Background: an optimization exercise with open tools, aiming at small area and a short achievable clock period. Do not read the settings as production practice. In this exercise RTL edits were held to simulation tests only and were not proved equivalent to the original.

Setup of build 29:
==> flow/design.v <==
`timescale 1ns/1ps
module bk_add #(parameter W = 18) (
    input  wire [W-1:0] a,
    input  wire [W-1:0] b,
    input  wire         ci,
    output wire [W-1:0] s
);
    reg [W-1:0] p, G, P;
    integer l, j;
    always @* begin
        p = a ^ b;
        G = a & b;
        P = p;
        G[0] = G[0] | (p[0] & ci);
        for (l = 1; (1 << l) <= 2 * W; l = l + 1)
            for (j = (1 << l) - 1; j < W; j = j + (1 << l)) begin
                G[j] = G[j] | (P[j] & G[j - (1 << (l - 1))]);
                P[j] = P[j] & P[j - (1 << (l - 1))];
            end
        for (l = 6; l > 0; l = l - 1)
            for (j = (1 << l) + (1 << (l - 1)) - 1; j < W; j = j + (1 << l)) begin
                G[j] = G[j] | (P[j] & G[j - (1 << (l - 1))]);
                P[j] = P[j] & P[j - (1 << (l - 1))];
            end
    end
    assign s = p ^ {G[W-2:0], ci};
endmodule
module cordic_sqrt_pipelined(
    input  wire clk,
    input  wire rst_n,
    input  wire start,
    input  wire signed [17:0] x_in,
    input  wire signed [17:0] y_in,
    output reg  signed [17:0] sqrt_out,
    output reg  done
);
    localparam N = 12;
    localparam LAT = N + 5;    
    reg signed [17:0] xr [0:N];
    reg signed [17:0] yr [0:N-1];
    always @(posedge clk) begin
        xr[0] <= x_in[17] ? -x_in : x_in;
        yr[0] <= y_in[17] ? -y_in : y_in;
    end
    genvar i;
    generate
        for (i = 0; i < N; i = i + 1) begin : st
            wire signed [17:0] x = xr[i];
            wire signed [17:0] y = yr[i];
            wire neg = y[17];
            wire signed [17:0] ys = y >>> i;
            wire signed [17:0] xs = x >>> i;
            wire [17:0] xn, yn;
            bk_add #(18) ax (.a(x), .b(ys ^ {18{neg}}), .ci(neg), .s(xn));
            always @(posedge clk) xr[i+1] <= xn;
            if (i < N - 1) begin : yu
                bk_add #(18) ay (.a(y), .b(xs ^ {18{~neg}}), .ci(~neg), .s(yn));
                always @(posedge clk) yr[i+1] <= yn;
            end
        end
    endgenerate
    wire signed [17:0] raw = xr[N];
    wire [17:0] o1 = raw >>> 1;
    wire [17:0] o2 = raw >>> 3;
    wire [17:0] o3 = ~(raw >>> 6);
    wire [17:0] o4 = ~(raw >>> 9);
    wire [17:0] c1s = o1 ^ o2 ^ o3;
    wire [17:0] c1c = (o1 & o2) | (o1 & o3) | (o2 & o3);
    wire [17:0] r2b = {c1c[16:0], 1'b0};
    wire [17:0] c2s = c1s ^ r2b ^ o4;
    wire [17:0] c2c = (c1s & r2b) | (c1s & o4) | (r2b & o4);
    reg  [17:0] ps_r, pc_r;
    always @(posedge clk) begin
        ps_r <= c2s;
        pc_r <= {c2c[16:0], 1'b1};
    end
    wire [17:0] s_w;
    bk_add #(18) as_ (.a(ps_r), .b(pc_r), .ci(1'b1), .s(s_w));
    reg  [17:0] s_r;
    wire [17:0] m_w;
    bk_add #(18) am (.a(s_r), .b(~{{12{s_r[17]}}, s_r[17:12]}), .ci(1'b1), .s(m_w));
    reg  [17:0] m_r;
    wire [17:0] f_w;
    bk_add #(18) af (.a(m_r), .b(~{{9{m_r[17]}}, m_r[17:9]}), .ci(1'b1), .s(f_w));
    always @(posedge clk) begin
        s_r <= s_w;
        m_r <= m_w;
        sqrt_out <= f_w;
    end
    reg [LAT-2:0] vld;
    always @(posedge clk or negedge rst_n) begin
        if (!rst_n) begin
            vld <= 0;
            done <= 1'b0;
        end else begin
            vld <= {vld[LAT-3:0], start};
            done <= vld[LAT-2];
        end
    end
endmodule
==> flow/config.mk <==
export PLATFORM = sky130hd
export DESIGN_NAME = cordic_sqrt_pipelined
export DESIGN_NICKNAME = cordic_sqrt_pipelined
export VERILOG_FILES = /design/flow/design.v
export SDC_FILE = /design/flow/constraint.sdc
export NUM_CORES = 4
export LEC_CHECK = 0
export ABC_AREA = 1
export CAP_MARGIN = 20
export CORE_MARGIN = 2
export CORE_UTILIZATION = 55
export CTS_CLUSTER_DIAMETER = 100
export CTS_CLUSTER_SIZE = 28
export SETUP_SLACK_MARGIN = 4.6
export SLEW_MARGIN = 20
export TNS_END_PERCENT = 10
==> flow/constraint.sdc <==
create_clock -name core_clock -period 7.3 [get_ports {clk}]
set_input_delay 1.4600 -clock core_clock [delete_from_list [all_inputs] [get_ports {clk}]]
set_output_delay 1.4600 -clock core_clock [all_outputs]
set_load 0.01 [all_outputs]
standard.sh (not shown) runs the stock make flow with config.mk's settings and CLKGATE_MAP_FILE= SYNTH_SCRIPT=/design/flow/synth_recipe.tcl, a recipe that flattens the netlist after the stock synthesis.
==> flow/flow/run.sh <==
#!/bin/bash
# Standard layout, except that the port buffers are buf_2 cells rather than
# the delay cells buffer_ports picks by default. Output goes to standard.log.
export BUFFER_PORTS_ARGS="-buffer_cell sky130_fd_sc_hd__buf_2"
bash standard.sh "BUFFER_PORTS_ARGS=$BUFFER_PORTS_ARGS" finish > standard.log 2>&1
[inputs] build 15 vs build 29
- changing CTS_CLUSTER_SIZE from 28 to 24
==> flow/run.sh (new file) <==
#!/bin/bash
# synth_recipe.tcl (not shown) runs the flow's synth.tcl, then flattens the netlist and writes it again
# the make line also repeats each setting of config.mk as NAME=value (left out here)
make -C /OpenROAD-flow-scripts/flow DESIGN_CONFIG=/design/flow/config.mk WORK_HOME=/design/flow/orfs CLKGATE_MAP_FILE= SYNTH_SCRIPT=/design/flow/synth_recipe.tcl finish
removed: flow/flow/run.sh
removed: flow/standard.sh
Notes after the runs:
- Build 29 and build 15 ended up with roughly the same clock latency reported for the late side of the worst-skew pair.
- When build 15 is set beside build 29, its register fraction of the total cell area turns out to be 0.50 points smaller.
- Going from build 29 to build 15, hold slack shrinks by 0.0037 ns.
- Compared with build 29, build 15 shows design area higher by about 1.5%.
- The higher non-clock buffer area fraction after layout of build 29 and build 15 is in build 15.
- Looking only at global-route met1 utilization, and setting everything else aside, the lower value of build 29 and build 15 goes to build 29.
- Build 15 reached the end of the flow, and the finished layout is clean on the timing, DRC and antenna checks.
- Re post-synthesis mux area share: no difference whatsoever between build 15 and build 29.
#### Input delta (build 54 over build 15)
- CTS_CLUSTER_DIAMETER no longer set, was 100
- CORE_UTILIZATION now 40, was 55
- CTS_CLUSTER_SIZE no longer set, was 24
- CTS_BUF_LIST now sky130_fd_sc_hd__clkbuf_8, previously not set
- TNS_END_PERCENT no longer set, was 10
==> flow/flow/run.sh (new file) <==
#!/bin/bash
# Standard layout, except that the port buffers are buf_2 cells rather than
# the delay cells buffer_ports picks by default. Output goes to standard.log.
export BUFFER_PORTS_ARGS="-buffer_cell sky130_fd_sc_hd__buf_2"
bash standard.sh "BUFFER_PORTS_ARGS=$BUFFER_PORTS_ARGS" finish > standard.log 2>&1
==> flow/standard.sh (new file) <==
#!/bin/bash
# synth_recipe.tcl (not shown) runs the flow's synth.tcl, then flattens the netlist and writes it again
# the make line also repeats each setting of config.mk as NAME=value (left out here)
make -C /OpenROAD-flow-scripts/flow DESIGN_CONFIG=/design/flow/config.mk WORK_HOME=/design/flow/orfs CLKGATE_MAP_FILE= SYNTH_SCRIPT=/design/flow/synth_recipe.tcl "${@:-finish}"
removed: flow/run.sh
==> summary.txt <==
Build 54 vs build 15 — final routed wirelength across all metal layers dropped by a few percent. Build 15 → build 54: final instance area picked up an extra 7.6%.
### build 54 -> build 52
- CTS_BUF_LIST: sky130_fd_sc_hd__clkbuf_8 -> unset
- CTS_CLUSTER_DIAMETER: unset -> 100
- TNS_END_PERCENT: unset -> 0
- CORE_UTILIZATION: 40 -> 60
- SETUP_SLACK_MARGIN: 4.6 -> 4.65
- CTS_CLUSTER_SIZE: unset -> 24
- GPL_ROUTABILITY_DRIVEN: unset -> 0
==> flow/flow/run.sh <==
#!/bin/bash
# Standard layout with two changes:
#  - full adders are left to abc as plain gates (sky130 fa cells are added to
#    DONT_USE_CELLS; the platform's own list is repeated, since this replaces it);
#  - port buffers are buf_2 cells rather than the delay cells buffer_ports
#    picks by default.
# Output goes to standard.log.
DU=" sky130_fd_sc_hd__probe_p_8 sky130_fd_sc_hd__probec_p_8 sky130_fd_sc_hd__lpflow_bleeder_1 sky130_fd_sc_hd__lpflow_clkbufkapwr_1 sky130_fd_sc_hd__lpflow_clkbufkapwr_16 sky130_fd_sc_hd__lpflow_clkbufkapwr_2 sky130_fd_sc_hd__lpflow_clkbufkapwr_4 sky130_fd_sc_hd__lpflow_clkbufkapwr_8 sky130_fd_sc_hd__lpflow_clkinvkapwr_1 sky130_fd_sc_hd__lpflow_clkinvkapwr_16 sky130_fd_sc_hd__lpflow_clkinvkapwr_2 sky130_fd_sc_hd__lpflow_clkinvkapwr_4 sky130_fd_sc_hd__lpflow_clkinvkapwr_8 sky130_fd_sc_hd__lpflow_decapkapwr_12 sky130_fd_sc_hd__lpflow_decapkapwr_3 sky130_fd_sc_hd__lpflow_decapkapwr_4 sky130_fd_sc_hd__lpflow_decapkapwr_6 sky130_fd_sc_hd__lpflow_decapkapwr_8 sky130_fd_sc_hd__lpflow_inputiso0n_1 sky130_fd_sc_hd__lpflow_inputiso0p_1 sky130_fd_sc_hd__lpflow_inputiso1n_1 sky130_fd_sc_hd__lpflow_inputiso1p_1 sky130_fd_sc_hd__lpflow_inputisolatch_1 sky130_fd_sc_hd__lpflow_isobufsrc_1 sky130_fd_sc_hd__lpflow_isobufsrc_16 sky130_fd_sc_hd__lpflow_isobufsrc_2 sky130_fd_sc_hd__lpflow_isobufsrc_4 sky130_fd_sc_hd__lpflow_isobufsrc_8 sky130_fd_sc_hd__lpflow_isobufsrckapwr_16 sky130_fd_sc_hd__lpflow_lsbuf_lh_hl_isowell_tap_1 sky130_fd_sc_hd__lpflow_lsbuf_lh_hl_isowell_tap_2 sky130_fd_sc_hd__lpflow_lsbuf_lh_hl_isowell_tap_4 sky130_fd_sc_hd__lpflow_lsbuf_lh_isowell_4 sky130_fd_sc_hd__lpflow_lsbuf_lh_isowell_tap_1 sky130_fd_sc_hd__lpflow_lsbuf_lh_isowell_tap_2 sky130_fd_sc_hd__lpflow_lsbuf_lh_isowell_tap_4 #  sky130_fd_sc_hd__fa_1 sky130_fd_sc_hd__fa_2 sky130_fd_sc_hd__fa_4"
export BUFFER_PORTS_ARGS="-buffer_cell sky130_fd_sc_hd__buf_2"
bash standard.sh "DONT_USE_CELLS=$DU" "BUFFER_PORTS_ARGS=$BUFFER_PORTS_ARGS" finish > standard.log 2>&1
--- outcome ---
Build 52 has wire length above what build 54 had.
Looking only at fraction of layout cells with a size suffix above 1, and setting everything else aside, the lower value of build 54 and build 52 goes to build 52.
| global routing usage summed across all routing layers | lower: build 54 |
Build 52 vs build 54: non-clock buffer count in the final layout down by more than a quarter
Share of final layout cell area taken by clock buffers and inverters (build 52 over build 54): decrease, 3.4 points
In build 52, post-synth design cell area is lower than in build 54.
Build 54 → build 52: final non-filler cell area moved down; headroom to the max-slew limit moved up; logic depth of the worst path, buffers included moved up; worst hold slack moved up.
Inputs modified between build 52 and build 57:
- CTS_CLUSTER_DIAMETER: 100 -> unset
- TNS_END_PERCENT: 0 -> unset
- CTS_CLUSTER_SIZE: 24 -> unset
- SETUP_SLACK_MARGIN: 4.65 -> 4.6
- CORE_UTILIZATION: 60 -> 40
- GPL_ROUTABILITY_DRIVEN: 0 -> unset
==> flow/run.sh (new file) <==
#!/bin/bash
# synth_recipe.tcl (not shown) runs the flow's synth.tcl, then flattens the netlist and writes it again
# the make line also repeats each setting of config.mk as NAME=value (left out here)
make -C /OpenROAD-flow-scripts/flow DESIGN_CONFIG=/design/flow/config.mk WORK_HOME=/design/flow/orfs CLKGATE_MAP_FILE= SYNTH_SCRIPT=/design/flow/synth_recipe.tcl finish
removed: flow/flow/run.sh
removed: flow/standard.sh
Findings:
Number of gates resized after cts grows by more than 100% when moving from build 52 to build 57. Instance count on the critical path was lower in the run labelled build 57. Compared to build 52, build 57 has total global-route track usage 8.0 points lower. Build 57 against build 52: multi-input combinational area share has decreased; total overflow reported by the global router has remained practically unchanged. In the flow results for build 52 and build 57, the sequential fraction of the synthesis area is smaller on build 57. Per the final summary, build 57 finished and its layout is clean on timing, DRC and antenna. Min full die area across build 52 and build 57: build 52. Final cycle utilization of the critical path in build 57 vs build 52: down 0.42 points. In the flow results for build 52 and build 57, the number of cells on the worst reg-to-reg path is larger on build 52.

separate check: timing with driven ports:
Ports are ideal in the flow. The routed layouts listed here were re-timed in OpenROAD.
Step 1 (the two cells are an assumption about what drives the block):
set clk [get_ports {clk}]
set_driving_cell -lib_cell sky130_fd_sc_hd__clkbuf_16 $clk
set_driving_cell -lib_cell sky130_fd_sc_hd__buf_2 [delete_from_list [all_inputs] $clk]
Step 2, shift: input delay + t, output delay - t, t = (earliest + latest rising clock arrival at the registers) / 2. This alone moves slack from input paths to output paths.
a / b / c = no drivers / after step 1 / after step 2; a / b = the first two.
run | t (ns) | setup slack, ns | hold slack, ns | clock arrival spread, ns | cell pins on the clock port's net
build 29 | 0.639 | 4.564 / 4.564 / 4.351 | 0.340 / 0.340 / 0.340 | 0.027 / 0.028 | 1
build 15 | 0.635 | 4.396 / 4.339 / 4.035 | 0.336 / 0.336 / 0.336 | 0.018 / 0.019 | 1
build 54 | 0.758 | 4.630 / 4.582 / 4.386 | 0.306 / 0.306 / 0.306 | 0.061 / 0.062 | 1
build 52 | 0.640 | 4.619 / 4.619 / 4.392 | 0.358 / 0.358 / 0.358 | 0.020 / 0.020 | 1
build 57 | 0.662 | 4.650 / 4.595 / 4.079 | 0.315 / 0.315 / 0.315 | 0.059 / 0.059 | 1
After both steps every run listed still meets setup and hold. The setup slack of build 57, which loses most, moves by -0.055 ns with the drivers and by -0.571 ns with both steps.
